From an optimization exercise on the open Yosys and OpenROAD flow, aimed at small area, a short achievable clock period and few clock cycles per item; shortcuts taken in it are not production practice.
In this exercise RTL edits were held to simulation tests only and were not proved equivalent to the original.
Power and IR drop assume default switching activity.

==> design/flow/config.mk <==
export PLATFORM = sky130hd
export DESIGN_NAME = Milestone_1
export DESIGN_NICKNAME = Milestone_1
export VERILOG_FILES = /design/flow/design.v
export SDC_FILE = /design/flow/constraint.sdc
export NUM_CORES = 4
export LEC_CHECK = 0
export CAP_MARGIN = 20
export CORE_MARGIN = 2
export CORE_UTILIZATION = 55
export CTS_BUF_LIST = sky130_fd_sc_hd__clkbuf_4 sky130_fd_sc_hd__clkbuf_8
export CTS_CLUSTER_SIZE = 16
export SLEW_MARGIN = 20
==> design/flow/constraint.sdc <==
create_clock -name core_clock -period 11.0 [get_ports {clock}]
set_input_delay 2.2000 -clock core_clock [delete_from_list [all_inputs] [get_ports {clock}]]
set_output_delay 2.2000 -clock core_clock [all_outputs]
set_load 0.01 [all_outputs]
==> design/flow/design.v <==
module Milestone_1 (
		input logic clock,
		input logic resetn,
		input logic start,
		output logic done,
		input logic  [15:0] SRAM_read_data,
		output logic [15:0] SRAM_write_data,
		output logic SRAM_we_n,
		output logic [17:0] SRAM_address
);
localparam S_PEND = 2'd0, S_LO = 2'd1, S_HI = 2'd2, S_DUP = 2'd3;
localparam W_BR = 2'd0, W_GB = 2'd1, W_RG = 2'd2;
typedef struct packed {
	logic       shift;
	logic [1:0] src;
	logic       pend_ld, rdq_ld, yw_ld, qy_hi, qy_lo, evenld, qyt_ld, qu_f, qv_f, b0_ld, xsel, xsel2;
	logic [1:0] wsel;
	logic       wr, rd_y, yodd, rd_c, cv, fin;
	logic [1:0] cd;
} ctl_t;
function automatic ctl_t decode(input logic [4:0] f, input logic [6:0] kk, input logic last);
	ctl_t d;
	logic k79, k78;
	k79 = (kk == 7'd79);
	k78 = (kk == 7'd78);
	d = '0;
	if (!k79) begin
		case (f)
			5'd1: begin d.shift = 1'b1; d.src = S_PEND; end
			5'd2: begin d.shift = 1'b1; d.src = S_LO; end
			5'd6, 5'd7: begin d.shift = 1'b1; d.src = k78 ? S_DUP : S_HI; end
			default: d.src = S_DUP;
		endcase
	end else begin
		case (f)
			5'd1, 5'd2, 5'd6, 5'd7, 5'd13, 5'd14, 5'd15, 5'd16: begin d.shift = 1'b1; d.src = S_DUP; end
			5'd8, 5'd12, 5'd19, 5'd20: begin d.shift = 1'b1; d.src = S_HI; end
			5'd17: begin d.shift = 1'b1; d.src = S_PEND; end
			5'd18: begin d.shift = 1'b1; d.src = S_LO; end
			default: d.src = S_DUP;
		endcase
	end
	d.pend_ld = (f == 5'd6) || (k79 && (f == 5'd8 || f == 5'd19));
	d.rdq_ld  = (f == 5'd2) || (f == 5'd6) || (k79 && (f == 5'd11 || f == 5'd18 || f == 5'd19));
	d.yw_ld   = (f == 5'd1) || (f == 5'd7) || (k79 && f == 5'd20);
	d.qy_hi   = (f == 5'd4) || (!k79 && f == 5'd9) || (k79 && f == 5'd22);
	d.qy_lo   = (f == 5'd0) || (f == 5'd5);
	d.evenld  = (f == 5'd0) || (f == 5'd5);
	d.qyt_ld  = (f == 5'd0) || (f == 5'd3) || (f == 5'd5) || (f == 5'd8);
	d.qu_f    = (f == 5'd2 || f == 5'd7);
	d.qv_f    = (f == 5'd3 || f == 5'd8);
	d.xsel    = (f == 5'd0) || (f == 5'd2) || (f == 5'd5) || (f == 5'd7) || (k79 && f == 5'd10);
	d.xsel2   = (f == 5'd0) || (f == 5'd2) || (f == 5'd3) || (f == 5'd5) || (f == 5'd7) || (f == 5'd8) || (f == 5'd10);
	d.b0_ld   = (f == 5'd3) || (f == 5'd8);
	d.wsel    = (f == 5'd2 || f == 5'd7) ? W_RG : (f == 5'd1 || f == 5'd6 || f == 5'd11) ? W_GB : W_BR;
	d.wr      = (f == 5'd0 || f == 5'd1 || f == 5'd2 || f == 5'd5 || f == 5'd6 || f == 5'd7) ||
	            (k79 && last && (f == 5'd10 || f == 5'd11));
	d.rd_y    = k79 ? (f == 5'd17 || f == 5'd21) : (f == 5'd4 || f == 5'd8);
	d.yodd    = (f == 5'd8) || (f == 5'd21);
	d.rd_c    = k79 ? (f == 5'd3 || f == 5'd8 || f == 5'd15 || f == 5'd16 || f == 5'd22) :
	                  ((f == 5'd9 && kk <= 7'd76) || (f == 5'd3 && kk <= 7'd77));
	d.cv      = k79 ? (f == 5'd8 || f == 5'd16) : (f == 5'd3);
	d.cd      = (f == 5'd9 || f == 5'd22) ? 2'd2 : (k79 && (f == 5'd3 || f == 5'd8)) ? 2'd0 : 2'd1;
	d.fin     = k79 && last && (f == 5'd11);
	decode = d;
endfunction
logic        run, pro;
logic [4:0]  fc;
logic [6:0]  k;
logic [14:0] fr;    
logic [16:0] wa;
ctl_t        q;
logic [7:0]  c [0:9];
logic [15:0] rd_q, yw;
logic [7:0]  pend;
logic [8:0]  fa, fbn, fcn;
logic [16:0] fq;
logic [8:0]  qu, qv;
logic [7:0]  qy8;
logic [24:0] qyt;
logic [10:0] xs, xc, gs, gc;
logic        xl, gl;
logic        nx, ng;
logic [7:0]  b0;
wire k79     = (k == 7'd79);
wire lastrow = (fr == 15'd19199);
wire [14:0] fr1 = fr + 15'd1;
wire end_frame = k79 ? (fc == 5'd22) : (fc == 5'd9);
logic [4:0] nfc;
logic [6:0] nk;
always_comb begin
	if (!run || q.fin) begin
		nfc = (start && !run) ? 5'd4 : 5'd3;
		nk  = 7'd79;
	end else if (end_frame) begin
		nfc = 5'd0;
		nk  = k79 ? 7'd0 : k + 7'd1;
	end else begin
		nfc = fc + 5'd1;
		nk  = k;
	end
end
logic [7:0] nsmp;
always_comb begin
	case (q.src)
		S_PEND: nsmp = pend;
		S_LO:   nsmp = rd_q[7:0];
		S_HI:   nsmp = rd_q[15:8];
		default: nsmp = c[8];
	endcase
end
logic [7:0] cn [0:9];
always_comb begin
	for (int i = 0; i < 9; i++) cn[i] = q.shift ? c[i+1] : c[i];
	cn[9] = q.shift ? nsmp : c[9];
end
wire [16:0] fq_w;
m_fq u_fq (.b(fbn), .c(fcn), .o(fq_w));
always_ff @(posedge clock) begin
	q <= decode(nfc, nk, lastrow && run);
	for (int i = 0; i < 10; i++) c[i] <= cn[i];
	fbn <= {1'b0, ~cn[2]} + {1'b0, ~cn[8]};
	fcn <= {1'b0, cn[4]} + {1'b0, cn[6]};
	fa  <= {1'b0, c[0]} + {1'b0, nsmp};
	fq  <= fq_w;
	if (q.pend_ld) pend <= rd_q[7:0];
	if (q.rdq_ld) rd_q <= SRAM_read_data;
	if (q.yw_ld) yw <= SRAM_read_data;
end
wire [16:0] ft;
m_f2 u_f2 (.a(fa), .q(fq), .o(ft));
wire [8:0] fz = ft[16:8];
wire [24:0] ytv;
m_yt u_yt (.y(qy8), .o(ytv));
always_ff @(posedge clock) begin
	if (q.qy_hi) qy8 <= yw[15:8];
	else if (q.qy_lo) qy8 <= yw[7:0];
	if (q.evenld) begin
		qu <= {1'b0, c[4]} + 9'd104;
		qv <= {1'b0, c[5]} + 9'd104;
	end else begin
		if (q.qu_f) qu <= fz;
		if (q.qv_f) qv <= fz;
	end
	if (q.qyt_ld) qyt <= ytv;
end
wire [10:0] xs_w, xc_w, gs_w, gc_w;
wire        xl_w, gl_w;
m_x u_x (.yt(qyt), .zu(qu), .zv(qv), .sel({q.xsel2, q.xsel}), .hs(xs_w), .hc(xc_w), .cl(xl_w));
m_g u_g (.yt(qyt), .zu(qu), .zv(qv), .hs(gs_w), .hc(gc_w), .cl(gl_w));
wire nu = (qu < 9'd104);
wire nv = (qv < 9'd104);
always_ff @(posedge clock) begin
	xs <= xs_w; xc <= xc_w; xl <= xl_w;
	gs <= gs_w; gc <= gc_w; gl <= gl_w;
	nx <= q.xsel ? nu : nv;
	ng <= nu | nv;
end
function automatic [7:0] clip(input [10:0] s, input [10:0] cc, input ci, input neg);
	logic [11:0] tt;
	logic [10:0] t;
	tt = {s, 1'b1} + {cc, ci};
	t = tt[11:1];
	clip = (neg | t[10]) ? 8'd0 : ((|t[9:8]) ? 8'd255 : t[7:0]);
endfunction
wire [7:0] x8 = clip(xs, xc, xl, nx);
wire [7:0] g8 = clip(gs, gc, gl, ng);
wire do_wr = q.wr && !pro && run;
logic [15:0] wdat;
always_comb begin
	case (q.wsel)
		W_RG: wdat = {x8, g8};
		W_GB: wdat = {g8, x8};
		default: wdat = {b0, x8};
	endcase
end
always_ff @(posedge clock) begin
	SRAM_write_data <= wdat;
	if (q.b0_ld) b0 <= x8;
	fc <= nfc;
	k  <= nk;
	if (do_wr) SRAM_address <= {1'b1, wa};
	else if (q.rd_y) SRAM_address <= {2'b0, fr1, q.yodd};
	else SRAM_address <= {1'b0, {2'b0, fr1} + (q.cv ? 17'd57600 : 17'd38400) + {15'd0, q.cd}};
	if (!run || q.fin) begin
		pro <= 1'b1;
		fr  <= 15'h7fff;
		wa  <= 17'd15872;
	end else begin
		if (k == 7'd0 && fc == 5'd1) pro <= 1'b0;
		if (end_frame) fr <= fr1;
		if (do_wr) wa <= wa + 17'd1;
	end
end
always_ff @(posedge clock or negedge resetn) begin
	if (!resetn) begin
		run <= 1'b0;
		done <= 1'b0;
		SRAM_we_n <= 1'b1;
	end else begin
		done <= 1'b0;
		SRAM_we_n <= 1'b1;
		if (!run) begin
			if (start) run <= 1'b1;
		end else begin
			if (do_wr) SRAM_we_n <= 1'b0;
			if (q.fin) begin
				done <= 1'b1;
				run <= 1'b0;
			end
		end
	end
end
endmodule
module m_yt(input logic [7:0] y, output logic [24:0] o);
  wire t1 = y[7] ^ y[5]; wire t2 = y[7] & y[5];
  wire t3 = y[6] ^ y[4]; wire t4 = y[6] & y[4];
  wire t5 = y[7] ^ y[5]; wire t6 = y[7] & y[5];
  wire t7 = y[4] ^ y[2]; wire t8 = y[4] & y[2];
  wire t9 = y[5] ^ y[3] ^ y[1]; wire t10 = (y[5] & y[3]) | (y[5] & y[1]) | (y[3] & y[1]);
  wire t11 = y[6] ^ y[4] ^ y[2]; wire t12 = (y[6] & y[4]) | (y[6] & y[2]) | (y[4] & y[2]);
  wire t13 = y[3] ^ y[0] ^ 1'b1; wire t14 = (y[3] & y[0]) | (y[3] & 1'b1) | (y[0] & 1'b1);
  wire t15 = y[1] ^ 1'b1 ^ t2; wire t16 = (y[1] & 1'b1) | (y[1] & t2) | (1'b1 & t2);
  wire t17 = y[2] ^ 1'b1 ^ t4; wire t18 = (y[2] & 1'b1) | (y[2] & t4) | (1'b1 & t4);
  wire t19 = y[6] ^ y[3] ^ 1'b1; wire t20 = (y[6] & y[3]) | (y[6] & 1'b1) | (y[3] & 1'b1);
  wire t21 = y[7] ^ y[4]; wire t22 = y[7] & y[4];
  wire t23 = y[2] ^ y[0]; wire t24 = y[2] & y[0];
  wire t25 = y[3] ^ y[1] ^ 1'b1; wire t26 = (y[3] & y[1]) | (y[3] & 1'b1) | (y[1] & 1'b1);
  wire t27 = y[0] ^ 1'b1 ^ t7; wire t28 = (y[0] & 1'b1) | (y[0] & t7) | (1'b1 & t7);
  wire t29 = 1'b1 ^ t8 ^ t9; wire t30 = (1'b1 & t8) | (1'b1 & t9) | (t8 & t9);
  wire t31 = 1'b1 ^ t10 ^ t11; wire t32 = (1'b1 & t10) | (1'b1 & t11) | (t10 & t11);
  wire t33 = t1 ^ t12 ^ t13; wire t34 = (t1 & t12) | (t1 & t13) | (t12 & t13);
  wire t35 = t3 ^ t14 ^ t15; wire t36 = (t3 & t14) | (t3 & t15) | (t14 & t15);
  wire t37 = t5 ^ t16 ^ t17; wire t38 = (t5 & t16) | (t5 & t17) | (t16 & t17);
  wire t39 = t6 ^ t18 ^ t19; wire t40 = (t6 & t18) | (t6 & t19) | (t18 & t19);
  wire t41 = 1'b1 ^ t20 ^ t21; wire t42 = (1'b1 & t20) | (1'b1 & t21) | (t20 & t21);
  wire t43 = y[5] ^ 1'b1 ^ t22; wire t44 = (y[5] & 1'b1) | (y[5] & t22) | (1'b1 & t22);
  wire t45 = y[6] ^ 1'b1; wire t46 = y[6] & 1'b1;
  wire t47 = y[7] ^ 1'b1; wire t48 = y[7] & 1'b1;
  wire [24:0] ra = {1'b1, t46, t44, t42, t40, t38, t36, t34, t32, t30, t28, t26, t24, 1'b1, y[1], ~y[7], ~y[6], ~y[5], ~y[4], ~y[3], ~y[2], ~y[1], ~y[0], 1'b0, 1'b0};
  wire [24:0] rb = {t48, t47, t45, t43, t41, t39, t37, t35, t33, t31, t29, t27, t25, t23, 1'b1, y[0], 1'b0, 1'b0, 1'b0, 1'b0, 1'b0, 1'b0, 1'b1, 1'b0, 1'b0};
  assign o = ra + rb;
endmodule
module m_fq(input logic [8:0] b, input logic [8:0] c, output logic [16:0] o);
  wire t1 = b[5] ^ ~b[3]; wire t2 = b[5] & ~b[3];
  wire t3 = b[6] ^ ~b[4]; wire t4 = b[6] & ~b[4];
  wire t5 = b[7] ^ ~b[5]; wire t6 = b[7] & ~b[5];
  wire t7 = b[8] ^ ~b[6]; wire t8 = b[8] & ~b[6];
  wire t9 = b[3] ^ ~b[1]; wire t10 = b[3] & ~b[1];
  wire t11 = b[4] ^ ~b[2] ^ b[0]; wire t12 = (b[4] & ~b[2]) | (b[4] & b[0]) | (~b[2] & b[0]);
  wire t13 = ~c[6] ^ c[1]; wire t14 = ~c[6] & c[1];
  wire t15 = b[1] ^ ~c[7] ^ c[2]; wire t16 = (b[1] & ~c[7]) | (b[1] & c[2]) | (~c[7] & c[2]);
  wire t17 = c[0] ^ 1'b1 ^ t1; wire t18 = (c[0] & 1'b1) | (c[0] & t1) | (1'b1 & t1);
  wire t19 = b[2] ^ ~c[8] ^ c[3]; wire t20 = (b[2] & ~c[8]) | (b[2] & c[3]) | (~c[8] & c[3]);
  wire t21 = c[1] ^ t2 ^ t3; wire t22 = (c[1] & t2) | (c[1] & t3) | (t2 & t3);
  wire t23 = b[3] ^ c[4] ^ c[2]; wire t24 = (b[3] & c[4]) | (b[3] & c[2]) | (c[4] & c[2]);
  wire t25 = 1'b1 ^ t4 ^ t5; wire t26 = (1'b1 & t4) | (1'b1 & t5) | (t4 & t5);
  wire t27 = b[4] ^ c[5] ^ c[3]; wire t28 = (b[4] & c[5]) | (b[4] & c[3]) | (c[5] & c[3]);
  wire t29 = 1'b1 ^ t6 ^ t7; wire t30 = (1'b1 & t6) | (1'b1 & t7) | (t6 & t7);
  wire t31 = ~b[7] ^ b[5] ^ c[6]; wire t32 = (~b[7] & b[5]) | (~b[7] & c[6]) | (b[5] & c[6]);
  wire t33 = c[4] ^ 1'b1 ^ t8; wire t34 = (c[4] & 1'b1) | (c[4] & t8) | (1'b1 & t8);
  wire t35 = ~b[8] ^ b[6] ^ c[7]; wire t36 = (~b[8] & b[6]) | (~b[8] & c[7]) | (b[6] & c[7]);
  wire t37 = c[5] ^ 1'b1; wire t38 = c[5] & 1'b1;
  wire t39 = b[7] ^ c[8]; wire t40 = b[7] & c[8];
  wire t41 = b[2] ^ ~b[0]; wire t42 = b[2] & ~b[0];
  wire t43 = ~c[5] ^ c[0] ^ 1'b1; wire t44 = (~c[5] & c[0]) | (~c[5] & 1'b1) | (c[0] & 1'b1);
  wire t45 = 1'b1 ^ t10 ^ t11; wire t46 = (1'b1 & t10) | (1'b1 & t11) | (t10 & t11);
  wire t47 = t12 ^ t14 ^ t15; wire t48 = (t12 & t14) | (t12 & t15) | (t14 & t15);
  wire t49 = t16 ^ t18 ^ t19; wire t50 = (t16 & t18) | (t16 & t19) | (t18 & t19);
  wire t51 = t20 ^ t22 ^ t23; wire t52 = (t20 & t22) | (t20 & t23) | (t22 & t23);
  wire t53 = t24 ^ t26 ^ t27; wire t54 = (t24 & t26) | (t24 & t27) | (t26 & t27);
  wire t55 = t28 ^ t30 ^ t31; wire t56 = (t28 & t30) | (t28 & t31) | (t30 & t31);
  wire t57 = t32 ^ t34 ^ t35; wire t58 = (t32 & t34) | (t32 & t35) | (t34 & t35);
  wire t59 = c[6] ^ t36 ^ t38; wire t60 = (c[6] & t36) | (c[6] & t38) | (t36 & t38);
  wire t61 = b[8] ^ c[7] ^ 1'b1; wire t62 = (b[8] & c[7]) | (b[8] & 1'b1) | (c[7] & 1'b1);
  wire t63 = b[1] ^ ~c[3]; wire t64 = b[1] & ~c[3];
  wire t65 = ~c[4] ^ 1'b1 ^ t41; wire t66 = (~c[4] & 1'b1) | (~c[4] & t41) | (1'b1 & t41);
  wire t67 = t9 ^ t42 ^ t43; wire t68 = (t9 & t42) | (t9 & t43) | (t42 & t43);
  wire t69 = t13 ^ t44 ^ t45; wire t70 = (t13 & t44) | (t13 & t45) | (t44 & t45);
  wire t71 = t17 ^ t46 ^ t47; wire t72 = (t17 & t46) | (t17 & t47) | (t46 & t47);
  wire t73 = t21 ^ t48 ^ t49; wire t74 = (t21 & t48) | (t21 & t49) | (t48 & t49);
  wire t75 = t25 ^ t50 ^ t51; wire t76 = (t25 & t50) | (t25 & t51) | (t50 & t51);
  wire t77 = t29 ^ t52 ^ t53; wire t78 = (t29 & t52) | (t29 & t53) | (t52 & t53);
  wire t79 = t33 ^ t54 ^ t55; wire t80 = (t33 & t54) | (t33 & t55) | (t54 & t55);
  wire t81 = t37 ^ t56 ^ t57; wire t82 = (t37 & t56) | (t37 & t57) | (t56 & t57);
  wire t83 = t39 ^ t58 ^ t59; wire t84 = (t39 & t58) | (t39 & t59) | (t58 & t59);
  wire t85 = t40 ^ t60 ^ t61; wire t86 = (t40 & t60) | (t40 & t61) | (t60 & t61);
  wire t87 = c[8] ^ 1'b1 ^ t62; wire t88 = (c[8] & 1'b1) | (c[8] & t62) | (1'b1 & t62);
  wire [16:0] ra = {1'b1, t86, t84, t82, t80, t78, t76, t74, t72, t70, t68, t66, t64, 1'b1, b[0], ~c[1], ~c[0]};
  wire [16:0] rb = {t88, t87, t85, t83, t81, t79, t77, t75, t73, t71, t69, t67, t65, t63, ~c[2], 1'b0, 1'b1};
  assign o = ra + rb;
endmodule
module m_f2(input logic [8:0] a, input logic [16:0] q, output logic [16:0] o);
  wire t1 = a[4] ^ a[2]; wire t2 = a[4] & a[2];
  wire t3 = a[5] ^ a[3] ^ a[1]; wire t4 = (a[5] & a[3]) | (a[5] & a[1]) | (a[3] & a[1]);
  wire t5 = a[6] ^ a[4] ^ a[2]; wire t6 = (a[6] & a[4]) | (a[6] & a[2]) | (a[4] & a[2]);
  wire t7 = a[7] ^ a[5] ^ a[3]; wire t8 = (a[7] & a[5]) | (a[7] & a[3]) | (a[5] & a[3]);
  wire t9 = a[8] ^ a[6] ^ a[4]; wire t10 = (a[8] & a[6]) | (a[8] & a[4]) | (a[6] & a[4]);
  wire t11 = a[7] ^ a[5]; wire t12 = a[7] & a[5];
  wire t13 = a[8] ^ a[6]; wire t14 = a[8] & a[6];
  wire t15 = a[2] ^ a[0]; wire t16 = a[2] & a[0];
  wire t17 = a[3] ^ a[1] ^ q[3]; wire t18 = (a[3] & a[1]) | (a[3] & q[3]) | (a[1] & q[3]);
  wire t19 = a[0] ^ q[4] ^ t1; wire t20 = (a[0] & q[4]) | (a[0] & t1) | (q[4] & t1);
  wire t21 = q[5] ^ t2 ^ t3; wire t22 = (q[5] & t2) | (q[5] & t3) | (t2 & t3);
  wire t23 = q[6] ^ t4 ^ t5; wire t24 = (q[6] & t4) | (q[6] & t5) | (t4 & t5);
  wire t25 = q[7] ^ t6 ^ t7; wire t26 = (q[7] & t6) | (q[7] & t7) | (t6 & t7);
  wire t27 = q[8] ^ t8 ^ t9; wire t28 = (q[8] & t8) | (q[8] & t9) | (t8 & t9);
  wire t29 = q[9] ^ t10 ^ t11; wire t30 = (q[9] & t10) | (q[9] & t11) | (t10 & t11);
  wire t31 = q[10] ^ t12 ^ t13; wire t32 = (q[10] & t12) | (q[10] & t13) | (t12 & t13);
  wire t33 = a[7] ^ q[11] ^ t14; wire t34 = (a[7] & q[11]) | (a[7] & t14) | (q[11] & t14);
  wire t35 = a[8] ^ q[12]; wire t36 = a[8] & q[12];
  wire [16:0] ra = {q[16], q[15], q[14], q[13], t34, t32, t30, t28, t26, t24, t22, t20, t18, t16, q[2], a[1], a[0]};
  wire [16:0] rb = {1'b0, 1'b0, 1'b0, t36, t35, t33, t31, t29, t27, t25, t23, t21, t19, t17, t15, q[1], q[0]};
  assign o = ra + rb;
endmodule
module m_x(input logic [24:0] yt, input logic [8:0] zu, input logic [8:0] zv, input logic [1:0] sel, output logic [10:0] hs, output logic [10:0] hc, output logic cl);
  wire t1 = yt[6] ^ (sel[0] ? ~zu[6] : ~zv[6]); wire t2 = yt[6] & (sel[0] ? ~zu[6] : ~zv[6]);
  wire t3 = yt[7] ^ (sel[0] ? ~zu[7] : ~zv[7]) ^ (sel[0] ? ~zu[5] : zv[5]); wire t4 = (yt[7] & (sel[0] ? ~zu[7] : ~zv[7])) | (yt[7] & (sel[0] ? ~zu[5] : zv[5])) | ((sel[0] ? ~zu[7] : ~zv[7]) & (sel[0] ? ~zu[5] : zv[5]));
  wire t5 = (sel[0] ? zu[2] : zv[3]) ^ (sel[0] ? zu[0] : zv[0]); wire t6 = (sel[0] ? zu[2] : zv[3]) & (sel[0] ? zu[0] : zv[0]);
  wire t7 = yt[8] ^ (sel[0] ? ~zu[8] : ~zv[8]) ^ (sel[0] ? ~zu[6] : zv[6]); wire t8 = (yt[8] & (sel[0] ? ~zu[8] : ~zv[8])) | (yt[8] & (sel[0] ? ~zu[6] : zv[6])) | ((sel[0] ? ~zu[8] : ~zv[8]) & (sel[0] ? ~zu[6] : zv[6]));
  wire t9 = (sel[0] ? zu[3] : zv[4]) ^ (sel[0] ? zu[1] : zv[1]) ^ 1'b1; wire t10 = ((sel[0] ? zu[3] : zv[4]) & (sel[0] ? zu[1] : zv[1])) | ((sel[0] ? zu[3] : zv[4]) & 1'b1) | ((sel[0] ? zu[1] : zv[1]) & 1'b1);
  wire t11 = yt[9] ^ (sel[0] ? ~zu[7] : zv[7]) ^ (sel[0] ? zu[4] : zv[5]); wire t12 = (yt[9] & (sel[0] ? ~zu[7] : zv[7])) | (yt[9] & (sel[0] ? zu[4] : zv[5])) | ((sel[0] ? ~zu[7] : zv[7]) & (sel[0] ? zu[4] : zv[5]));
  wire t13 = yt[10] ^ (sel[0] ? ~zu[8] : zv[8]) ^ (sel[0] ? zu[5] : zv[6]); wire t14 = (yt[10] & (sel[0] ? ~zu[8] : zv[8])) | (yt[10] & (sel[0] ? zu[5] : zv[6])) | ((sel[0] ? ~zu[8] : zv[8]) & (sel[0] ? zu[5] : zv[6]));
  wire t15 = yt[11] ^ (sel[0] ? zu[6] : zv[7]) ^ (sel[0] ? zu[4] : zv[4]); wire t16 = (yt[11] & (sel[0] ? zu[6] : zv[7])) | (yt[11] & (sel[0] ? zu[4] : zv[4])) | ((sel[0] ? zu[6] : zv[7]) & (sel[0] ? zu[4] : zv[4]));
  wire t17 = yt[12] ^ (sel[0] ? zu[7] : zv[8]); wire t18 = yt[12] & (sel[0] ? zu[7] : zv[8]);
  wire t19 = yt[13] ^ (sel[0] & zu[8]) ^ (sel[0] ? zu[6] : zv[6]); wire t20 = (yt[13] & (sel[0] & zu[8])) | (yt[13] & (sel[0] ? zu[6] : zv[6])) | ((sel[0] & zu[8]) & (sel[0] ? zu[6] : zv[6]));
  wire t21 = (sel[1] ? zu[3] : ~zv[2]) ^ (~sel[1] & zv[0]); wire t22 = (sel[1] ? zu[3] : ~zv[2]) & (~sel[1] & zv[0]);
  wire t23 = yt[14] ^ (sel[0] ? zu[7] : zv[7]) ^ (sel[1] ? zu[4] : ~zv[3]); wire t24 = (yt[14] & (sel[0] ? zu[7] : zv[7])) | (yt[14] & (sel[1] ? zu[4] : ~zv[3])) | ((sel[0] ? zu[7] : zv[7]) & (sel[1] ? zu[4] : ~zv[3]));
  wire t25 = yt[15] ^ (sel[0] ? zu[8] : zv[8]) ^ (sel[1] ? zu[5] : ~zv[4]); wire t26 = (yt[15] & (sel[0] ? zu[8] : zv[8])) | (yt[15] & (sel[1] ? zu[5] : ~zv[4])) | ((sel[0] ? zu[8] : zv[8]) & (sel[1] ? zu[5] : ~zv[4]));
  wire t27 = (~sel[1] & zv[2]) ^ (~sel[1] & ~zv[0]); wire t28 = (~sel[1] & zv[2]) & (~sel[1] & ~zv[0]);
  wire t29 = yt[16] ^ (sel[1] ? zu[6] : ~zv[5]) ^ (~sel[1] & zv[3]); wire t30 = (yt[16] & (sel[1] ? zu[6] : ~zv[5])) | (yt[16] & (~sel[1] & zv[3])) | ((sel[1] ? zu[6] : ~zv[5]) & (~sel[1] & zv[3]));
  wire t31 = (~sel[1] & ~zv[1]) ^ 1'b1; wire t32 = (~sel[1] & ~zv[1]) & 1'b1;
  wire t33 = yt[17] ^ (sel[1] ? zu[7] : ~zv[6]) ^ (sel[1] ? zu[0] : zv[0]); wire t34 = (yt[17] & (sel[1] ? zu[7] : ~zv[6])) | (yt[17] & (sel[1] ? zu[0] : zv[0])) | ((sel[1] ? zu[7] : ~zv[6]) & (sel[1] ? zu[0] : zv[0]));
  wire t35 = (~sel[1] & zv[4]) ^ (~sel[1] & ~zv[2]) ^ ~sel[0]; wire t36 = ((~sel[1] & zv[4]) & (~sel[1] & ~zv[2])) | ((~sel[1] & zv[4]) & ~sel[0]) | ((~sel[1] & ~zv[2]) & ~sel[0]);
  wire t37 = yt[18] ^ (sel[1] ? zu[8] : ~zv[7]) ^ (sel[1] ? zu[1] : zv[1]); wire t38 = (yt[18] & (sel[1] ? zu[8] : ~zv[7])) | (yt[18] & (sel[1] ? zu[1] : zv[1])) | ((sel[1] ? zu[8] : ~zv[7]) & (sel[1] ? zu[1] : zv[1]));
  wire t39 = (~sel[1] & zv[5]) ^ (~sel[1] & ~zv[3]); wire t40 = (~sel[1] & zv[5]) & (~sel[1] & ~zv[3]);
  wire t41 = yt[19] ^ (~sel[1] & ~zv[8]) ^ (sel[1] ? zu[2] : zv[2]); wire t42 = (yt[19] & (~sel[1] & ~zv[8])) | (yt[19] & (sel[1] ? zu[2] : zv[2])) | ((~sel[1] & ~zv[8]) & (sel[1] ? zu[2] : zv[2]));
  wire t43 = (~sel[1] & zv[6]) ^ (~sel[1] & ~zv[4]) ^ 1'b1; wire t44 = ((~sel[1] & zv[6]) & (~sel[1] & ~zv[4])) | ((~sel[1] & zv[6]) & 1'b1) | ((~sel[1] & ~zv[4]) & 1'b1);
  wire t45 = yt[20] ^ (sel[1] ? zu[3] : zv[3]) ^ (~sel[1] & zv[7]); wire t46 = (yt[20] & (sel[1] ? zu[3] : zv[3])) | (yt[20] & (~sel[1] & zv[7])) | ((sel[1] ? zu[3] : zv[3]) & (~sel[1] & zv[7]));
  wire t47 = (~sel[1] & ~zv[5]) ^ sel[0]; wire t48 = (~sel[1] & ~zv[5]) & sel[0];
  wire t49 = yt[21] ^ (sel[1] ? zu[4] : zv[4]) ^ (~sel[1] & zv[8]); wire t50 = (yt[21] & (sel[1] ? zu[4] : zv[4])) | (yt[21] & (~sel[1] & zv[8])) | ((sel[1] ? zu[4] : zv[4]) & (~sel[1] & zv[8]));
  wire t51 = (~sel[1] & ~zv[6]) ^ ~sel[0]; wire t52 = (~sel[1] & ~zv[6]) & ~sel[0];
  wire t53 = yt[22] ^ (sel[1] ? zu[5] : zv[5]) ^ (~sel[1] & ~zv[7]); wire t54 = (yt[22] & (sel[1] ? zu[5] : zv[5])) | (yt[22] & (~sel[1] & ~zv[7])) | ((sel[1] ? zu[5] : zv[5]) & (~sel[1] & ~zv[7]));
  wire t55 = yt[2] ^ (sel[0] ? ~zu[2] : ~zv[2]); wire t56 = yt[2] & (sel[0] ? ~zu[2] : ~zv[2]);
  wire t57 = yt[3] ^ (sel[0] ? ~zu[3] : ~zv[3]) ^ (sel[0] ? ~zu[1] : zv[1]); wire t58 = (yt[3] & (sel[0] ? ~zu[3] : ~zv[3])) | (yt[3] & (sel[0] ? ~zu[1] : zv[1])) | ((sel[0] ? ~zu[3] : ~zv[3]) & (sel[0] ? ~zu[1] : zv[1]));
  wire t59 = yt[4] ^ (sel[0] ? ~zu[4] : ~zv[4]) ^ (sel[0] ? ~zu[2] : zv[2]); wire t60 = (yt[4] & (sel[0] ? ~zu[4] : ~zv[4])) | (yt[4] & (sel[0] ? ~zu[2] : zv[2])) | ((sel[0] ? ~zu[4] : ~zv[4]) & (sel[0] ? ~zu[2] : zv[2]));
  wire t61 = yt[5] ^ (sel[0] ? ~zu[5] : ~zv[5]) ^ (sel[0] ? ~zu[3] : zv[3]); wire t62 = (yt[5] & (sel[0] ? ~zu[5] : ~zv[5])) | (yt[5] & (sel[0] ? ~zu[3] : zv[3])) | ((sel[0] ? ~zu[5] : ~zv[5]) & (sel[0] ? ~zu[3] : zv[3]));
  wire t63 = (sel[0] ? ~zu[4] : zv[4]) ^ (sel[0] ? zu[1] : zv[2]) ^ sel[0]; wire t64 = ((sel[0] ? ~zu[4] : zv[4]) & (sel[0] ? zu[1] : zv[2])) | ((sel[0] ? ~zu[4] : zv[4]) & sel[0]) | ((sel[0] ? zu[1] : zv[2]) & sel[0]);
  wire t65 = sel[0] ^ t2 ^ t3; wire t66 = (sel[0] & t2) | (sel[0] & t3) | (t2 & t3);
  wire t67 = t4 ^ t6 ^ t7; wire t68 = (t4 & t6) | (t4 & t7) | (t6 & t7);
  wire t69 = (sel[0] ? zu[2] : zv[2]) ^ t8 ^ t10; wire t70 = ((sel[0] ? zu[2] : zv[2]) & t8) | ((sel[0] ? zu[2] : zv[2]) & t10) | (t8 & t10);
  wire t71 = (sel[0] ? zu[3] : zv[3]) ^ (sel[1] & zu[0]) ^ t12; wire t72 = ((sel[0] ? zu[3] : zv[3]) & (sel[1] & zu[0])) | ((sel[0] ? zu[3] : zv[3]) & t12) | ((sel[1] & zu[0]) & t12);
  wire t73 = (sel[1] ? zu[1] : ~zv[0]) ^ sel[0] ^ t14; wire t74 = ((sel[1] ? zu[1] : ~zv[0]) & sel[0]) | ((sel[1] ? zu[1] : ~zv[0]) & t14) | (sel[0] & t14);
  wire t75 = (sel[0] ? zu[5] : zv[5]) ^ (sel[1] ? zu[2] : ~zv[1]) ^ t16; wire t76 = ((sel[0] ? zu[5] : zv[5]) & (sel[1] ? zu[2] : ~zv[1])) | ((sel[0] ? zu[5] : zv[5]) & t16) | ((sel[1] ? zu[2] : ~zv[1]) & t16);
  wire t77 = 1'b1 ^ t18 ^ t19; wire t78 = (1'b1 & t18) | (1'b1 & t19) | (t18 & t19);
  wire t79 = (~sel[1] & zv[1]) ^ t20 ^ t22; wire t80 = ((~sel[1] & zv[1]) & t20) | ((~sel[1] & zv[1]) & t22) | (t20 & t22);
  wire t81 = ~sel[0] ^ t24 ^ t25; wire t82 = (~sel[0] & t24) | (~sel[0] & t25) | (t24 & t25);
  wire t83 = t26 ^ t28 ^ t29; wire t84 = (t26 & t28) | (t26 & t29) | (t28 & t29);
  wire t85 = t30 ^ t32 ^ t33; wire t86 = (t30 & t32) | (t30 & t33) | (t32 & t33);
  wire t87 = t34 ^ t36 ^ t37; wire t88 = (t34 & t36) | (t34 & t37) | (t36 & t37);
  wire t89 = t38 ^ t40 ^ t41; wire t90 = (t38 & t40) | (t38 & t41) | (t40 & t41);
  wire t91 = t42 ^ t44 ^ t45; wire t92 = (t42 & t44) | (t42 & t45) | (t44 & t45);
  wire t93 = t46 ^ t48 ^ t49; wire t94 = (t46 & t48) | (t46 & t49) | (t48 & t49);
  wire t95 = ~sel[0] ^ t50 ^ t52; wire t96 = (~sel[0] & t50) | (~sel[0] & t52) | (t50 & t52);
  wire t97 = yt[23] ^ (sel[1] ? zu[6] : zv[6]) ^ (~sel[1] & ~zv[8]); wire t98 = (yt[23] & (sel[1] ? zu[6] : zv[6])) | (yt[23] & (~sel[1] & ~zv[8])) | ((sel[1] ? zu[6] : zv[6]) & (~sel[1] & ~zv[8]));
  wire t99 = yt[24] ^ (sel[1] ? zu[7] : zv[7]); wire t100 = yt[24] & (sel[1] ? zu[7] : zv[7]);
  wire t101 = yt[0] ^ (sel[0] ? ~zu[0] : ~zv[0]); wire t102 = yt[0] & (sel[0] ? ~zu[0] : ~zv[0]);
  wire t103 = yt[1] ^ (sel[0] ? ~zu[1] : ~zv[1]); wire t104 = yt[1] & (sel[0] ? ~zu[1] : ~zv[1]);
  wire t105 = (sel[0] ? ~zu[0] : zv[0]) ^ sel[0] ^ t55; wire t106 = ((sel[0] ? ~zu[0] : zv[0]) & sel[0]) | ((sel[0] ? ~zu[0] : zv[0]) & t55) | (sel[0] & t55);
  wire t107 = 1'b1 ^ t56 ^ t57; wire t108 = (1'b1 & t56) | (1'b1 & t57) | (t56 & t57);
  wire t109 = (~sel[0] & zv[0]) ^ t58 ^ t59; wire t110 = ((~sel[0] & zv[0]) & t58) | ((~sel[0] & zv[0]) & t59) | (t58 & t59);
  wire t111 = (sel[0] ? zu[0] : zv[1]) ^ t60 ^ t61; wire t112 = ((sel[0] ? zu[0] : zv[1]) & t60) | ((sel[0] ? zu[0] : zv[1]) & t61) | (t60 & t61);
  wire t113 = t1 ^ t62 ^ t63; wire t114 = (t1 & t62) | (t1 & t63) | (t62 & t63);
  wire t115 = t5 ^ t64 ^ t65; wire t116 = (t5 & t64) | (t5 & t65) | (t64 & t65);
  wire t117 = t9 ^ t66 ^ t67; wire t118 = (t9 & t66) | (t9 & t67) | (t66 & t67);
  wire t119 = t11 ^ t68 ^ t69; wire t120 = (t11 & t68) | (t11 & t69) | (t68 & t69);
  wire t121 = t13 ^ t70 ^ t71; wire t122 = (t13 & t70) | (t13 & t71) | (t70 & t71);
  wire t123 = t15 ^ t72 ^ t73; wire t124 = (t15 & t72) | (t15 & t73) | (t72 & t73);
  wire t125 = t17 ^ t74 ^ t75; wire t126 = (t17 & t74) | (t17 & t75) | (t74 & t75);
  wire t127 = t21 ^ t76 ^ t77; wire t128 = (t21 & t76) | (t21 & t77) | (t76 & t77);
  wire t129 = t23 ^ t78 ^ t79; wire t130 = (t23 & t78) | (t23 & t79) | (t78 & t79);
  wire t131 = t27 ^ t80 ^ t81; wire t132 = (t27 & t80) | (t27 & t81) | (t80 & t81);
  wire t133 = t31 ^ t82 ^ t83; wire t134 = (t31 & t82) | (t31 & t83) | (t82 & t83);
  wire t135 = t35 ^ t84 ^ t85; wire t136 = (t35 & t84) | (t35 & t85) | (t84 & t85);
  wire t137 = t39 ^ t86 ^ t87; wire t138 = (t39 & t86) | (t39 & t87) | (t86 & t87);
  wire t139 = t43 ^ t88 ^ t89; wire t140 = (t43 & t88) | (t43 & t89) | (t88 & t89);
  wire t141 = t47 ^ t90 ^ t91; wire t142 = (t47 & t90) | (t47 & t91) | (t90 & t91);
  wire t143 = t51 ^ t92 ^ t93; wire t144 = (t51 & t92) | (t51 & t93) | (t92 & t93);
  wire t145 = t53 ^ t94 ^ t95; wire t146 = (t53 & t94) | (t53 & t95) | (t94 & t95);
  wire t147 = t54 ^ t96 ^ t97; wire t148 = (t54 & t96) | (t54 & t97) | (t96 & t97);
  wire t149 = ~sel[0] ^ t98 ^ t99; wire t150 = (~sel[0] & t98) | (~sel[0] & t99) | (t98 & t99);
  wire t151 = (sel[1] ? zu[8] : zv[8]) ^ sel[0] ^ t100; wire t152 = ((sel[1] ? zu[8] : zv[8]) & sel[0]) | ((sel[1] ? zu[8] : zv[8]) & t100) | (sel[0] & t100);
  wire [26:0] ra = {1'b1, t150, t148, t146, t144, t142, t140, t138, t136, t134, t132, t130, t128, t126, t124, t122, t120, t118, t116, t114, t112, t110, t108, t106, t104, t102, 1'b1};
  wire [26:0] rb = {t152, t151, t149, t147, t145, t143, t141, t139, t137, t135, t133, t131, t129, t127, t125, t123, t121, t119, t117, t115, t113, t111, t109, t107, t105, t103, t101};
  wire [16:0] lsum = {1'b0, ra[15:0]} + {1'b0, rb[15:0]};
  assign cl = lsum[16];
  assign hs = ra[26:16];
  assign hc = rb[26:16];
endmodule
module m_g(input logic [24:0] yt, input logic [8:0] zu, input logic [8:0] zv, output logic [10:0] hs, output logic [10:0] hc, output logic cl);
  wire t1 = yt[15] ^ ~zu[5]; wire t2 = yt[15] & ~zu[5];
  wire t3 = yt[16] ^ ~zu[6] ^ zu[3]; wire t4 = (yt[16] & ~zu[6]) | (yt[16] & zu[3]) | (~zu[6] & zu[3]);
  wire t5 = ~zu[1] ^ ~zv[4]; wire t6 = ~zu[1] & ~zv[4];
  wire t7 = yt[17] ^ ~zu[7] ^ zu[4]; wire t8 = (yt[17] & ~zu[7]) | (yt[17] & zu[4]) | (~zu[7] & zu[4]);
  wire t9 = ~zu[2] ^ ~zv[5]; wire t10 = ~zu[2] & ~zv[5];
  wire t11 = yt[18] ^ ~zu[8] ^ zu[5]; wire t12 = (yt[18] & ~zu[8]) | (yt[18] & zu[5]) | (~zu[8] & zu[5]);
  wire t13 = ~zu[3] ^ ~zv[6] ^ zv[4]; wire t14 = (~zu[3] & ~zv[6]) | (~zu[3] & zv[4]) | (~zv[6] & zv[4]);
  wire t15 = yt[19] ^ zu[6] ^ ~zu[4]; wire t16 = (yt[19] & zu[6]) | (yt[19] & ~zu[4]) | (zu[6] & ~zu[4]);
  wire t17 = ~zv[7] ^ zv[5]; wire t18 = ~zv[7] & zv[5];
  wire t19 = yt[20] ^ zu[7] ^ ~zu[5]; wire t20 = (yt[20] & zu[7]) | (yt[20] & ~zu[5]) | (zu[7] & ~zu[5]);
  wire t21 = ~zv[8] ^ zv[6]; wire t22 = ~zv[8] & zv[6];
  wire t23 = yt[21] ^ zu[8]; wire t24 = yt[21] & zu[8];
  wire t25 = yt[5] ^ zu[2] ^ ~zu[0]; wire t26 = (yt[5] & zu[2]) | (yt[5] & ~zu[0]) | (zu[2] & ~zu[0]);
  wire t27 = yt[6] ^ zu[3] ^ ~zu[1]; wire t28 = (yt[6] & zu[3]) | (yt[6] & ~zu[1]) | (zu[3] & ~zu[1]);
  wire t29 = yt[7] ^ zu[4] ^ ~zu[2]; wire t30 = (yt[7] & zu[4]) | (yt[7] & ~zu[2]) | (zu[4] & ~zu[2]);
  wire t31 = yt[8] ^ zu[5] ^ ~zu[3]; wire t32 = (yt[8] & zu[5]) | (yt[8] & ~zu[3]) | (zu[5] & ~zu[3]);
  wire t33 = yt[9] ^ zu[6] ^ ~zu[4]; wire t34 = (yt[9] & zu[6]) | (yt[9] & ~zu[4]) | (zu[6] & ~zu[4]);
  wire t35 = yt[10] ^ zu[7] ^ ~zu[5]; wire t36 = (yt[10] & zu[7]) | (yt[10] & ~zu[5]) | (zu[7] & ~zu[5]);
  wire t37 = ~zu[0] ^ ~zv[5]; wire t38 = ~zu[0] & ~zv[5];
  wire t39 = yt[11] ^ zu[8] ^ ~zu[6]; wire t40 = (yt[11] & zu[8]) | (yt[11] & ~zu[6]) | (zu[8] & ~zu[6]);
  wire t41 = ~zu[1] ^ ~zv[6]; wire t42 = ~zu[1] & ~zv[6];
  wire t43 = yt[12] ^ ~zu[7] ^ ~zu[2]; wire t44 = (yt[12] & ~zu[7]) | (yt[12] & ~zu[2]) | (~zu[7] & ~zu[2]);
  wire t45 = ~zv[7] ^ ~zv[0]; wire t46 = ~zv[7] & ~zv[0];
  wire t47 = yt[13] ^ ~zu[8] ^ ~zu[3]; wire t48 = (yt[13] & ~zu[8]) | (yt[13] & ~zu[3]) | (~zu[8] & ~zu[3]);
  wire t49 = zu[0] ^ ~zv[8] ^ ~zv[1]; wire t50 = (zu[0] & ~zv[8]) | (zu[0] & ~zv[1]) | (~zv[8] & ~zv[1]);
  wire t51 = yt[14] ^ ~zu[4] ^ zu[1]; wire t52 = (yt[14] & ~zu[4]) | (yt[14] & zu[1]) | (~zu[4] & zu[1]);
  wire t53 = ~zv[2] ^ zv[0] ^ 1'b1; wire t54 = (~zv[2] & zv[0]) | (~zv[2] & 1'b1) | (zv[0] & 1'b1);
  wire t55 = zu[2] ^ ~zu[0] ^ ~zv[3]; wire t56 = (zu[2] & ~zu[0]) | (zu[2] & ~zv[3]) | (~zu[0] & ~zv[3]);
  wire t57 = zv[1] ^ 1'b1 ^ t1; wire t58 = (zv[1] & 1'b1) | (zv[1] & t1) | (1'b1 & t1);
  wire t59 = zv[2] ^ ~zv[0] ^ 1'b1; wire t60 = (zv[2] & ~zv[0]) | (zv[2] & 1'b1) | (~zv[0] & 1'b1);
  wire t61 = t2 ^ t3 ^ t5; wire t62 = (t2 & t3) | (t2 & t5) | (t3 & t5);
  wire t63 = zv[3] ^ ~zv[1] ^ t4; wire t64 = (zv[3] & ~zv[1]) | (zv[3] & t4) | (~zv[1] & t4);
  wire t65 = t6 ^ t7 ^ t9; wire t66 = (t6 & t7) | (t6 & t9) | (t7 & t9);
  wire t67 = ~zv[2] ^ 1'b1 ^ t8; wire t68 = (~zv[2] & 1'b1) | (~zv[2] & t8) | (1'b1 & t8);
  wire t69 = t10 ^ t11 ^ t13; wire t70 = (t10 & t11) | (t10 & t13) | (t11 & t13);
  wire t71 = ~zv[3] ^ 1'b1 ^ t12; wire t72 = (~zv[3] & 1'b1) | (~zv[3] & t12) | (1'b1 & t12);
  wire t73 = t14 ^ t15 ^ t17; wire t74 = (t14 & t15) | (t14 & t17) | (t15 & t17);
  wire t75 = ~zv[4] ^ 1'b1 ^ t16; wire t76 = (~zv[4] & 1'b1) | (~zv[4] & t16) | (1'b1 & t16);
  wire t77 = t18 ^ t19 ^ t21; wire t78 = (t18 & t19) | (t18 & t21) | (t19 & t21);
  wire t79 = ~zu[6] ^ zv[7] ^ ~zv[5]; wire t80 = (~zu[6] & zv[7]) | (~zu[6] & ~zv[5]) | (zv[7] & ~zv[5]);
  wire t81 = t20 ^ t22 ^ t23; wire t82 = (t20 & t22) | (t20 & t23) | (t22 & t23);
  wire t83 = yt[22] ^ ~zu[7] ^ zv[8]; wire t84 = (yt[22] & ~zu[7]) | (yt[22] & zv[8]) | (~zu[7] & zv[8]);
  wire t85 = ~zv[6] ^ 1'b1 ^ t24; wire t86 = (~zv[6] & 1'b1) | (~zv[6] & t24) | (1'b1 & t24);
  wire t87 = yt[23] ^ ~zu[8] ^ ~zv[7]; wire t88 = (yt[23] & ~zu[8]) | (yt[23] & ~zv[7]) | (~zu[8] & ~zv[7]);
  wire t89 = yt[3] ^ zu[0]; wire t90 = yt[3] & zu[0];
  wire t91 = yt[4] ^ zu[1]; wire t92 = yt[4] & zu[1];
  wire t93 = ~zv[5] ^ ~zv[0] ^ 1'b1; wire t94 = (~zv[5] & ~zv[0]) | (~zv[5] & 1'b1) | (~zv[0] & 1'b1);
  wire t95 = ~zv[6] ^ ~zv[1] ^ t26; wire t96 = (~zv[6] & ~zv[1]) | (~zv[6] & t26) | (~zv[1] & t26);
  wire t97 = ~zv[7] ^ ~zv[2] ^ t28; wire t98 = (~zv[7] & ~zv[2]) | (~zv[7] & t28) | (~zv[2] & t28);
  wire t99 = ~zv[8] ^ ~zv[3] ^ t30; wire t100 = (~zv[8] & ~zv[3]) | (~zv[8] & t30) | (~zv[3] & t30);
  wire t101 = ~zv[4] ^ 1'b1 ^ t32; wire t102 = (~zv[4] & 1'b1) | (~zv[4] & t32) | (1'b1 & t32);
  wire t103 = 1'b1 ^ t34 ^ t35; wire t104 = (1'b1 & t34) | (1'b1 & t35) | (t34 & t35);
  wire t105 = t36 ^ t38 ^ t39; wire t106 = (t36 & t38) | (t36 & t39) | (t38 & t39);
  wire t107 = t40 ^ t42 ^ t43; wire t108 = (t40 & t42) | (t40 & t43) | (t42 & t43);
  wire t109 = t44 ^ t46 ^ t47; wire t110 = (t44 & t46) | (t44 & t47) | (t46 & t47);
  wire t111 = t48 ^ t50 ^ t51; wire t112 = (t48 & t50) | (t48 & t51) | (t50 & t51);
  wire t113 = t52 ^ t54 ^ t55; wire t114 = (t52 & t54) | (t52 & t55) | (t54 & t55);
  wire t115 = t56 ^ t58 ^ t59; wire t116 = (t56 & t58) | (t56 & t59) | (t58 & t59);
  wire t117 = t60 ^ t62 ^ t63; wire t118 = (t60 & t62) | (t60 & t63) | (t62 & t63);
  wire t119 = t64 ^ t66 ^ t67; wire t120 = (t64 & t66) | (t64 & t67) | (t66 & t67);
  wire t121 = t68 ^ t70 ^ t71; wire t122 = (t68 & t70) | (t68 & t71) | (t70 & t71);
  wire t123 = t72 ^ t74 ^ t75; wire t124 = (t72 & t74) | (t72 & t75) | (t74 & t75);
  wire t125 = t76 ^ t78 ^ t79; wire t126 = (t76 & t78) | (t76 & t79) | (t78 & t79);
  wire t127 = t80 ^ t82 ^ t83; wire t128 = (t80 & t82) | (t80 & t83) | (t82 & t83);
  wire t129 = 1'b1 ^ t84 ^ t86; wire t130 = (1'b1 & t84) | (1'b1 & t86) | (t84 & t86);
  wire t131 = yt[24] ^ ~zv[8] ^ 1'b1; wire t132 = (yt[24] & ~zv[8]) | (yt[24] & 1'b1) | (~zv[8] & 1'b1);
  wire t133 = yt[0] ^ ~zv[0]; wire t134 = yt[0] & ~zv[0];
  wire t135 = yt[1] ^ ~zv[1]; wire t136 = yt[1] & ~zv[1];
  wire t137 = yt[2] ^ ~zv[2]; wire t138 = yt[2] & ~zv[2];
  wire t139 = ~zv[3] ^ 1'b1 ^ t89; wire t140 = (~zv[3] & 1'b1) | (~zv[3] & t89) | (1'b1 & t89);
  wire t141 = ~zv[4] ^ t90 ^ t91; wire t142 = (~zv[4] & t90) | (~zv[4] & t91) | (t90 & t91);
  wire t143 = t25 ^ t92 ^ t93; wire t144 = (t25 & t92) | (t25 & t93) | (t92 & t93);
  wire t145 = t27 ^ t94 ^ t95; wire t146 = (t27 & t94) | (t27 & t95) | (t94 & t95);
  wire t147 = t29 ^ t96 ^ t97; wire t148 = (t29 & t96) | (t29 & t97) | (t96 & t97);
  wire t149 = t31 ^ t98 ^ t99; wire t150 = (t31 & t98) | (t31 & t99) | (t98 & t99);
  wire t151 = t33 ^ t100 ^ t101; wire t152 = (t33 & t100) | (t33 & t101) | (t100 & t101);
  wire t153 = t37 ^ t102 ^ t103; wire t154 = (t37 & t102) | (t37 & t103) | (t102 & t103);
  wire t155 = t41 ^ t104 ^ t105; wire t156 = (t41 & t104) | (t41 & t105) | (t104 & t105);
  wire t157 = t45 ^ t106 ^ t107; wire t158 = (t45 & t106) | (t45 & t107) | (t106 & t107);
  wire t159 = t49 ^ t108 ^ t109; wire t160 = (t49 & t108) | (t49 & t109) | (t108 & t109);
  wire t161 = t53 ^ t110 ^ t111; wire t162 = (t53 & t110) | (t53 & t111) | (t110 & t111);
  wire t163 = t57 ^ t112 ^ t113; wire t164 = (t57 & t112) | (t57 & t113) | (t112 & t113);
  wire t165 = t61 ^ t114 ^ t115; wire t166 = (t61 & t114) | (t61 & t115) | (t114 & t115);
  wire t167 = t65 ^ t116 ^ t117; wire t168 = (t65 & t116) | (t65 & t117) | (t116 & t117);
  wire t169 = t69 ^ t118 ^ t119; wire t170 = (t69 & t118) | (t69 & t119) | (t118 & t119);
  wire t171 = t73 ^ t120 ^ t121; wire t172 = (t73 & t120) | (t73 & t121) | (t120 & t121);
  wire t173 = t77 ^ t122 ^ t123; wire t174 = (t77 & t122) | (t77 & t123) | (t122 & t123);
  wire t175 = t81 ^ t124 ^ t125; wire t176 = (t81 & t124) | (t81 & t125) | (t124 & t125);
  wire t177 = t85 ^ t126 ^ t127; wire t178 = (t85 & t126) | (t85 & t127) | (t126 & t127);
  wire t179 = t87 ^ t128 ^ t129; wire t180 = (t87 & t128) | (t87 & t129) | (t128 & t129);
  wire t181 = t88 ^ t130 ^ t131; wire t182 = (t88 & t130) | (t88 & t131) | (t130 & t131);
  wire [26:0] ra = {1'b1, t132, t180, t178, t176, t174, t172, t170, t168, t166, t164, t162, t160, t158, t156, t154, t152, t150, t148, t146, t144, t142, t140, t138, t136, t134, 1'b1};
  wire [26:0] rb = {1'b0, t182, t181, t179, t177, t175, t173, t171, t169, t167, t165, t163, t161, t159, t157, t155, t153, t151, t149, t147, t145, t143, t141, t139, t137, t135, t133};
  wire [16:0] lsum = {1'b0, ra[15:0]} + {1'b0, rb[15:0]};
  assign cl = lsum[16];
  assign hs = ra[26:16];
  assign hc = rb[26:16];
endmodule
==> design/flow/flow/run.sh <==
#!/bin/bash
# Standard ORFS layout, with timing repair aiming below the clock period
# (setup repair margin 7.5 ns on the 11 ns clock).
set -e
export SETUP_SLACK_MARGIN=7.5
bash standard.sh > standard.log 2>&1
==> design/flow/standard.sh <==
#!/bin/bash
# synth_recipe.tcl (not shown) runs the flow's synth.tcl, then flattens the netlist and writes it again
# the make line also repeats each setting of config.mk as NAME=value (left out here)
make -C /OpenROAD-flow-scripts/flow DESIGN_CONFIG=/design/flow/config.mk WORK_HOME=/design/flow/orfs CLKGATE_MAP_FILE= SYNTH_SCRIPT=/design/flow/synth_recipe.tcl "${@:-finish}"
==> metrics list, run 1 <==
- Run status: finished clean
- Setup clock skew after layout: between 20 and 25 ps
- Of the available clock period, the critical path in the final layout requires about a third.
- In this run the cell area of the synthesized design comes to roughly 23000 µm².
- Leading cell type in the layout, fill and taps excluded: sky130_fd_sc_hd__inv_1
- Buffers inserted to repair hold after CTS numbered 0.
* Count of unique library cells instantiated by Yosys: slightly above 80
- CTS built an H-tree with a depth of 3.
* Share of power burned in combinational logic: less than 1%
- In the layout the commonest cells are sky130_fd_sc_hd__inv_1, sky130_fd_sc_hd__dfxtp_1, sky130_fd_sc_hd__ha_1.
- After synthesis, flip-flops and latches occupy a little under two fifths of the total area.
- Setup tns final: 0 ps
- Instance area at placement: between 20000 and 25000 µm²
- The clock network accounts for between 40% and 50% of the total power.
- Before CTS, the worst setup slack after placement is 6560 ps.
- The final count of hold timing violations came to 0.
* First DRT Iteration DRCs: 995
- Net count of the mapped netlist: between 2000 and 3000
- Final weighted congestion of routability-driven global placement: about 0.89
* Final wirelength: between 50 and 60 mm
* Top-level port count: 55
- Net switching is a little over a fifth of the power.
* Die width: 210 µm
- Clock latency on the worst-skew pair, taken at its later pin, is between 600 and 700 ps.
* Hold/Removal Path Class: reg2reg
- Max-cap violations in this run came to 0.
* Post-route ant nets: 0
- Global routing finished with a remaining overflow of 0.
- The slowest stage of the critical path belongs to the cell sky130_fd_sc_hd__edfxtp_1.
* Number of global-route vias before repair: about 16000
* DPL Wire Length: ~41 mm
- Slack of the critical path: between 7000 and 8000 ps
* Number of clock sinks seen by CTS: between 300 and 400
- CP Data Arrival Time: between 4000 and 5000 ps
- Ordered cell list for the critical path: clkinvlp_4, nor2_1, a21oi_1, fa_1, inv_1, fa_1, fa_1, ha_1, a21o_1, a221oi_1, o21a_1, o21ai_0
- Via density per instance: 5.38
- The final route contains approximately 16000 vias.
- The cell that appears most often on the critical path is sky130_fd_sc_hd__fa_1.
- Length of the first detailed-routing pass in iterations: 5
* Area growth syn-to-layout: 15.5%
* Die footprint: around 44000 µm²
* Maximum fanout count along the critical path: 5
- Clock buffer count from CTS: 67
- Die extent in y: 210 µm
- For this design the ratio of total power to cell area is just over 100 nW/µm².
- IR analysis of the VDD net gives a maximum drop of 115 µV.
- I/O Buffers: 54
- Final cell area excluding filler cells: 26800 µm²
* Switching power: ~0.00058 W
- Post-layout nets: ~2800
- Based on the critical path, the design can be clocked at up to 282 MHz.
- In this run the core area contains 75 standard-cell rows.
- The internal portion of the total power is 0.00221 W.
- Pin slew with the least headroom to its limit: just under 1000 ps
- After detailed placement, the design holds a cell count of around 2800.
- Setup Viol. Count Final: 0
- Startpoint type of the worst setup path: flip-flop
- The worst setup path is of the reg2reg kind.
- Top FF cell, synth: sky130_fd_sc_hd__dfxtp_1
* DRC violations left: 0
- Async set or reset register ratio after synthesis: less than 1%
- Core outline area: around 42000 µm²
* Global-route wire length before repair: 84.7 mm
- CTS tree: done
- Total number of yosys warnings: 3
- Required time of the critical path: ~12000 ps
* Number of antenna violations at the first check in global routing: 2
- For the finished layout, the period the worst path requires is around 3500 ps.
* Capturing element type of the critical path: flip-flop
- Number of buffers on the longest clock path: 3
* Wirelength per Cell: around 18 µm
- Clock-pin slew was measured on the worst setup and hold paths at approximately 60 ps.
- Post-layout instance count excluding filler cells: roughly 3000
- Maximum number of pins on one net before global-route repair: 44
- Summed over all cells, the static leakage comes to 12.3 nW.
- Final core utilization: approximately 64%
- Synthesized netlist cell count: 2254
- Clock tree synthesis selected as its root buffer the cell sky130_fd_sc_hd__clkbuf_8.
- EDFF count, synth: around 150
- On the worst path, the slowest cell contributes a delay of 450 ps.
- Measured against its own limit, the worst slew margin works out to approximately a third.
- In this run the mean area of a mapped cell was approximately 10 µm².
- In this run, synthesis produced a sequential element count of 370.
* Count of pins over their slew limit: 0
* Starting density of the core: between 50% and 60%
* Fraction of power consumed by sequential logic: approximately half
- GRT Total Usage: between 20% and 30%
- In the final layout, the share of cells above drive strength 1 is 14.8%.
* RSZ-0062 raised after global routing: yes
-- final cells by class --
cell class / instances / area (µm²)
Clock inverter: 14 / 131
Antenna cell: 2 / 5.00
Inverter: 421 / 1600
Sequential cell: 370 / 8910
Clock buffer: 105 / 1280
Multi-Input combinational cell: 1411 / 13200
Tap cell: 539 / 674
Timing Repair Buffer: 122 / 1080
Fill cell: 3448 / 15000
-- metal layers --
metal / part of all wire, % / track usage (%) / up-vias / wire length (µm)
li1: - / - / 7824 / -
met1: 48 / 36.1 / 7778 / 25600
met2: 44 / 37.6 / 374 / 23900
met3: 6.4 / 5.79 / 71 / 3460
met4: 1.8 / 6.60 / 0 / 955
met5: 0 / 0 / - / 0
-- sequential cells by signal, indices dropped and copies added (netlist names), 10 cells and up --
register,count
yw,16
q,22
SRAM_address,18
xc,11
fq,17
c,80
gs,10
SRAM_write_data,16
wa,17
qyt,23
gc,10
xs,10
rd_q,16
fr,15
-- kinds of logic (layout without fill, tap and decap cells) --
| family | Yosys count | after routing | synth area share [%] |
|---|---|---|---|
| adders and majority gates | 383 | 383 | 26.1 |
| and+or+nand+nor | 489 | 489 | 10.6 |
| DFF | 370 | 370 | 38.2 |
| muxes | 61 | 61 | 3.18 |
| AOI/OAI and AO/OA | 362 | 362 | 9.79 |
| buffers and inverters | 473 | 662 | 7.75 |
| xor gates and xnor gates | 116 | 116 | 4.37 |
| other | 0 | 2 | 0 |
-- worst paths after layout --
check,start,endpoint,slack [ps],depth (start not counted)
max in group asynchronous,resetn,SRAM_we_n,8930,1
min reg2reg,fcn[0],fq[0],380,0
min,fcn[0],fq[0],380,0
max reg2reg,qv[4],xl,7460,12
min in group asynchronous,resetn,done,1800,1
max,qv[4],xl,7460,12
-- cells in the mapped netlist, drive strengths merged, types with 15 or more instances --
| cell type | n | area [µm²] |
|---|---|---|
| a21o | 25 | 188 |
| a21oi | 113 | 566 |
| and3 | 33 | 206 |
| buf | 15 | 78.8 |
| clkbuf | 37 | 139 |
| dfxtp | 222 | 4440 |
| edfxtp | 145 | 4350 |
| fa | 171 | 3420 |
| ha | 212 | 2650 |
| inv | 420 | 1580 |
| mux2 | 23 | 259 |
| mux2i | 30 | 300 |
| nand2 | 128 | 488 |
| nand2b | 18 | 113 |
| nand3 | 48 | 270 |
| nand4 | 15 | 100 |
| nor2 | 123 | 469 |
| nor3 | 34 | 170 |
| o21ai | 90 | 450 |
| o22ai | 16 | 100 |
| or3 | 19 | 119 |
| xnor2 | 74 | 648 |
| xor2 | 42 | 368 |
-- through the flow --
stage          hold slack [ps]  power [W]
2_1_floorplan              351    0.00145
3_3_place_gp               376    0.00145
3_5_place_dp               374    0.00145
4_1_cts                    383    0.00283
5_1_grt                    407    0.00289
6_report                   379    0.00279
-- timing repair --
item	CTS	global route
resized for setup	105	84
endpoints found under the setup margin	76	40
gates cloned	0	1
pin swaps	28	36
buffers inserted	18	43
-- power by group through the flow --
stage / sequential [W] / clock, W / combinational [W]
after floorplan: 0.00145 / 0 / 0.00000000760
after global placement: 0.00144 / 0 / 0.00000862
after detailed placement: 0.00144 / 0 / 0.00000863
after CTS: 0.00142 / 0.00141 / 0.00000871
after global routing: 0.00141 / 0.00146 / 0.00000881
final: 0.00142 / 0.00137 / 0.00000858
-- worst max-delay path: cells and delay by family (launching register included) --
| family | cells | cell delay, ps |
|---|---|---|
| buf+inv | 2 | 360 |
| fa+ha+maj | 4 | 1600 |
| simple gates | 1 | 190 |
| compound gates | 5 | 830 |
| flops | 1 | 450 |
Testbench counts, summed over its fixed seeds: cycles 1,561,032, images 8.
==> run 2: changes to the inputs <==
--- a/design/flow/config.mk
+++ b/design/flow/config.mk
@@ -8,6 +8,7 @@
 export CAP_MARGIN = 20
 export CORE_MARGIN = 2
 export CORE_UTILIZATION = 55
-export CTS_BUF_LIST = sky130_fd_sc_hd__clkbuf_4 sky130_fd_sc_hd__clkbuf_8
-export CTS_CLUSTER_SIZE = 16
+export CTS_BUF_LIST = sky130_fd_sc_hd__clkbuf_8
+export CTS_CLUSTER_DIAMETER = 80
+export CTS_CLUSTER_SIZE = 14
 export SLEW_MARGIN = 20
==> run 2 against run 1 <==
Worst hold slack gained 4.6 ps. Largest cell class unchanged. Largest power group unchanged. Maximum frequency shrank 1.0%. Power shrank 19%. Synthesized area is the same.
==> metrics list, run 2 <==
- The cell count of the worst reg-to-reg path came to 13 (+1).
- The routed wire length came to 53.2 mm (-1.4%).
* Net count of the mapped netlist: 2656 (unchanged)
- The number of unique standard cell types used by synthesis came to 82 (unchanged).
- The initial standard-cell utilization of the core is 55.5% (unchanged).
- Storage cell area: 8910 µm² (unchanged)
* Worst Min Path Start: fcn[0]
- The worst setup path is captured at a flip-flop.
- Via density per instance: 5.42 (+0.72%)
* Number of H-tree branching levels: 2 (-1)
* Number of maximum-capacitance violations: 0 (unchanged)
- The number of buffers added to fix hold violations after cts came to 0 (unchanged).
- The final cell area excluding filler cells was 26100 µm² (-2.6%).
* Clock period minus final worst setup slack: 3580 ps (+36.6 ps)
* Fraction of final layout cells sized beyond drive strength 1: 12.4% (-2.4 points)
- Most used cells in the layout excluding fill and tap cells: sky130_fd_sc_hd__inv_1, sky130_fd_sc_hd__dfxtp_1, sky130_fd_sc_hd__ha_1
- Run status: finished clean
* First DRT Iteration DRCs: 928 (-6.7%)
- Clock Root Buffer: sky130_fd_sc_hd__clkbuf_8
- Pin slew with the least headroom to its limit: 1010 ps (+18.4 ps)
- The largest total area in the synthesized netlist belongs to sky130_fd_sc_hd__dfxtp_1.
* Setup clock skew after layout: 55.4 ps (+34.6 ps)
- In this run the worst hold path is classified as reg2reg.
* Number of buffers on the longest clock path: 3 (unchanged)
- The sum of internal, switching and leakage power came to 0.00225 W (-19%).
* Number of clock sinks seen by CTS: 370 (unchanged)
* Count of standard-cell rows: 75 (unchanged)
- The number of detailed-routing iterations run before antenna repair is 5 (unchanged).
- The global-route total usage across every layer was 24.4% (-0.43 points).
- The flip-flop count of the largest register after layout is 80 (unchanged).
- Overall overflow remaining after global route: 0 (unchanged)
* Final weighted congestion of routability-driven global placement: 0.891 (unchanged)
- The pin count of the biggest net entering global routing is 44 (unchanged).
- The area growth from synthesis to layout is 12.5%.
* Most numerous cell in the Yosys netlist: sky130_fd_sc_hd__inv_1
- Core outline area: 41900 µm² (unchanged)
* Clock buffer count from CTS: 35 (-48%)
* Total of flip-flops plus latches after synthesis: 370 (unchanged)
- STA classifies the critical path startpoint as a flip-flop.
* Maximum fanout count along the critical path: 8 (+3)
- Die extent in y: 210 µm (unchanged)
* Instance area at placement: 24400 µm² (unchanged)
- The via count of the first global-routing pass was 15540 (-2.0%).
* Leakage power of the design: 12.0 nW (-2.6%)
- Clk slew on worst S/H paths: 90 ps (+30 ps)
- The number of top-level pins is 55 (unchanged).
- The worst setup path is of the reg2reg kind.
- I/O Buffers: 54 (unchanged)
* Async set or reset register ratio after synthesis: 0.811% (unchanged)
## run 2: changes by cell type in the layout (fill, tap and decap cells not counted), moves of 3 or more
cell and delta:
sky130_fd_sc_hd__clkbuf_8 -44, sky130_fd_sc_hd__clkinv_1 -5, sky130_fd_sc_hd__clkbuf_4 -26, sky130_fd_sc_hd__buf_4 +8
sky130_fd_sc_hd__inv_1 +17, sky130_fd_sc_hd__dfxtp_2 -3
## run 2: area by class of cell
class	count	area share, %
well taps	539	2.58
multi-input cells	1411	50.4
inverters	421	6.10
clock buffers	35	1.84
clock inverters	26	0.689
repair buffers	128	4.27
flip-flops and latches	370	34.1
## run 2: cell families (layout without fill, tap and decap cells)
logic type               count (synthesis)  after routing  synth area share, %
flip-flops                             370            370                 38.2
AND/OR/NAND/NOR                        489            489                 10.6
adder cells (fa/ha/maj)                383            383                 26.1
AO/OA/AOI/OAI                          362            362                 9.79
buffers and inverters                  473            610                 7.75
multiplexers                            61             61                 3.18
XOR/XNOR                               116            116                 4.37
## run 2: how the worst max path moves through the flow
| stage | start | to | slack (ps) | cells after the start |
|---|---|---|---|---|
| 6_report | qv[6] | xl | 7420 | 13 |
| 5_1_grt | q[11] | xl | 7310 | 15 |
| 4_1_cts | qv[6] | xl | 7270 | 12 |
| 3_5_place_dp | start | q[7] | 6560 | 7 |
| 3_3_place_gp | start | q[7] | 6590 | 7 |
| 2_1_floorplan | fcn[3] | fq[15] | 7500 | 15 |
## run 2: timing repair
action / CTS / global route
cloned: 0 / 1
setup endpoints to repair: 78 / 44
pin swaps: 26 / 31
buffers inserted: 22 / 45
gates resized for setup: 105 / 80
## run 2: stage by stage
step	utilization, %	hold slack [ps]
finish	62.5	384
global route	62.5	404
CTS	60.8	387
detailed placement	58.2	374
global placement	58.2	376
floorplan	-	351
## run 2: critical path: stages, from the launching register on
cell	delay, ps
sky130_fd_sc_hd__edfxtp_1	380
sky130_fd_sc_hd__buf_4	190
sky130_fd_sc_hd__inv_1	160
sky130_fd_sc_hd__nor2_1	110
sky130_fd_sc_hd__a21oi_1	310
sky130_fd_sc_hd__fa_1	480
sky130_fd_sc_hd__ha_1	300
sky130_fd_sc_hd__fa_1	490
sky130_fd_sc_hd__inv_1	40
sky130_fd_sc_hd__ha_1	270
sky130_fd_sc_hd__and3_1	200
sky130_fd_sc_hd__a221oi_1	240
sky130_fd_sc_hd__o21a_1	170
sky130_fd_sc_hd__o21ai_0	90
## run 2: where the power goes
group / total, W / internal [W] / switching (W)
sequential: 0.00141 / 0.00141 / 0
combinational: 0.00000843 / 0.00000560 / 0.00000283
clock: 0.000831 / 0.000336 / 0.000495
## run 2: per-layer routing
metal	share of wire [%]	vias up	global-route usage (%)
met1	48	7751	36.5
met2	45	314	37.6
met3	5.3	57	4.53
met5	0	-	0
met4	1.4	0	4.50
li1	-	7748	-

==> afterwards: timing with drivers on the ports <==
Ports are ideal in the flow. The routed layouts listed here were re-timed in OpenROAD.
Step 1, drivers: a clkbuf_16 drives clock and a buf_2 each remaining input, both assumed.
Step 2 moves the port delays by t, midway between the first and last clock arrival at a register: inputs arrive t later, outputs are due t later. That takes back most of the time a late clock gives input paths.
Three values: no drivers, after step 1, after step 2; two values: the first two.
| run | t, ns | setup WS [ns] | clock arrival spread, ns | worst data-port slew with drivers (ns) |
|---|---|---|---|---|
| run 1 | 0.676 | 7.455 / 7.455 / 7.175 | 0.031 / 0.031 | 0.10 |
| run 2 | 0.646 | 7.418 / 7.418 / 7.185 | 0.057 / 0.056 | 0.10 |
After both steps setup and hold are still met in every run listed. The setup slack of run 1, which loses most, moves by 0.000 ns with the drivers and by -0.280 ns with both steps.
